Background: an optimization exercise with open tools, aiming at small area, a short achievable clock period and few clock cycles per item. Do not read the settings as production practice.

pine:
Design bitcoin_miner, start of the top module:
module bitcoin_miner (
  input wire clk,
  input wire rst,
  input wire start,
  input wire [255:0] first_block_hash,
  input wire [127:0] second_block,
  input wire [255:0] target,
  input wire [31:0]  max_nonce,
  output reg running,
  output reg found,
  output reg [31:0] nonce
  );
Settings: LEC_CHECK=0, CAP_MARGIN=20, CORE_MARGIN=2, CORE_UTILIZATION=40, SLEW_MARGIN=20; clock period 8.5 ns.
run.sh (not shown) runs the stock make flow with config.mk's settings and CLKGATE_MAP_FILE= SYNTH_SCRIPT=/design/flow/synth_recipe.tcl, a recipe that flattens the netlist after the stock synthesis.
Here is what was changed in the inputs of oak compared with pine.
Settings: an added ABC_CLOCK_PERIOD_IN_PS of 4000.
Findings:
- oak reached the end of the flow, and the finished layout is clean on the timing, DRC and antenna checks.
- oak and pine ended up with nearly the same total via count in the routed design.
- Multi-input logic portion of the cell area delta (oak -> pine): insignificant
- As far as final worst hold slack goes, pine and oak are indistinguishable; the numbers are identical.
- Comparing pine against oak, there is no change at all in synthesized-area fraction occupied by ao, oa, aoi and oai cells.
- Looking at oak and pine, the fraction of the cycle the final worst path needs is a wash.
- oak -> pine: count of unresolved DRC violations after routing delta 0, exact match
- Wire length came out exactly the same in oak and pine.
- On multi-input combinational cell count, oak tracks pine almost exactly.
- On first-pass GRT wire length, oak and pine are neck and neck.
Function was not checked in any run of this note: the RTL went through the layout flow alone.

---

trial 90:
Another version of the RTL of bitcoin_miner (not shown whole).
For scale: ~7500 cells after synthesis, ~930 flip-flops, roughly 710 I/O pins, about 57000 um2 of cells after synthesis.
==> flow/config.mk <==
export PLATFORM = sky130hd
export DESIGN_NAME = bitcoin_miner
export DESIGN_NICKNAME = bitcoin_miner
export VERILOG_FILES = /design/flow/design.v
export SDC_FILE = /design/flow/constraint.sdc
export NUM_CORES = 8
export LEC_CHECK = 0
export ABC_AREA = 1
export CAP_MARGIN = 20
export CORE_MARGIN = 2
export CORE_UTILIZATION = 40
export CTS_CLUSTER_DIAMETER = 90
export CTS_CLUSTER_SIZE = 28
export SETUP_SLACK_MARGIN = 4.5
export SLEW_MARGIN = 20
export SYNTH_HIERARCHICAL = 1
==> flow/constraint.sdc <==
create_clock -name core_clock -period 8.5 [get_ports {clk}]
set_input_delay 1.7000 -clock core_clock [delete_from_list [all_inputs] [get_ports {clk}]]
set_output_delay 1.7000 -clock core_clock [all_outputs]
set_load 0.01 [all_outputs]
standard.sh (not shown) runs the stock make flow with config.mk's settings and CLKGATE_MAP_FILE= SYNTH_SCRIPT=/design/flow/synth_recipe.tcl, a recipe that flattens the netlist after the stock synthesis.
==> flow/flow/run.sh <==
#!/bin/bash
# The standard layout, with the port buffers made of the smallest
# buffer cell instead of the flow's default delay buffer.
set -euo pipefail
bash standard.sh "BUFFER_PORTS_ARGS=-buffer_cell sky130_fd_sc_hd__buf_1" finish > standard.log 2>&1
For build 12, these inputs were changed with respect to trial 90:
Settings: CTS_CLUSTER_SIZE changed from 28 to 24; CTS_CLUSTER_DIAMETER changed from 90 to 80.
==> comparison <==
- [build 12 vs trial 90] layout overhead on the synthesized area: higher in build 12
- [compare] base=trial 90 new=build 12: number of filler cells placed in the layout barely changed, minimum clock period after layout saw a decrease, total non-filler cell area in the finished layout rose by about 0.7%.
No run of this note included a check of the RTL's function; only the layout flow was run.

---

bitcoin_miner, a different RTL version from the one above (not shown whole).
For scale: ~7400 cells after synthesis, ~710 I/O pins, roughly 57000 um2 of cells after synthesis.
clock: 8.5 ns
lec_check: 0
abc_area: 1
cap_margin: 20
core_margin: 2
core_utilization: 40
cts_cluster_diameter: 80
cts_cluster_size: 24
setup_slack_margin: 5.0
slew_margin: 20
synth_hierarchical: 1
Scripts as last shown in full above: flow/flow/run.sh
The first run went through all stages and came out clean.
==> next run, changes <==
- SETUP_SLACK_MARGIN: 5.0 -> 4.5
Effect: Final area drops by a few percent. First-iteration DRC count increases by roughly a tenth. Cell count went down slightly. Synthesized cell count stays the same. Register-to-register slack improved by 0.03 ns. Wire length shrinks by a few percent. Core utilization shrinks by 1.8 points. Global-route usage falls by 1.1 points. Synthesized area does not change.
No functional check of the RTL was part of any run of this note.

==> what the ideal ports hide <==
The results above use ideal ports. As a check the final layouts listed here were re-extracted and re-timed, cells and wires unchanged. Step 1: set_driving_cell puts a clkbuf_16 on clk and a buf_2 on each other input, an assumption about the parent block. Step 2 times the ports against the registers' clock, not the clock port: input delays grow and output delays shrink by t, the midpoint of the rising clock arrivals with the driver on. a / b / c = no drivers / after step 1 / after step 2; a / b = the first two.
run	t, ns	setup slack, ns	worst slew at a driven data input, ns
pine	0.772	1.261 / 1.307 / 0.535	0.32
oak	0.772	1.261 / 1.307 / 0.535	0.32
trial 90	0.791	4.412 / 4.412 / 4.358	0.21
build 12	0.805	4.451 / 4.451 / 4.339	0.20
the first run of note 3	0.791	4.404 / 4.404 / 4.278	0.16
the second run of note 3	0.788	4.430 / 4.430 / 4.177	0.19
After both steps every run listed still meets setup and hold.
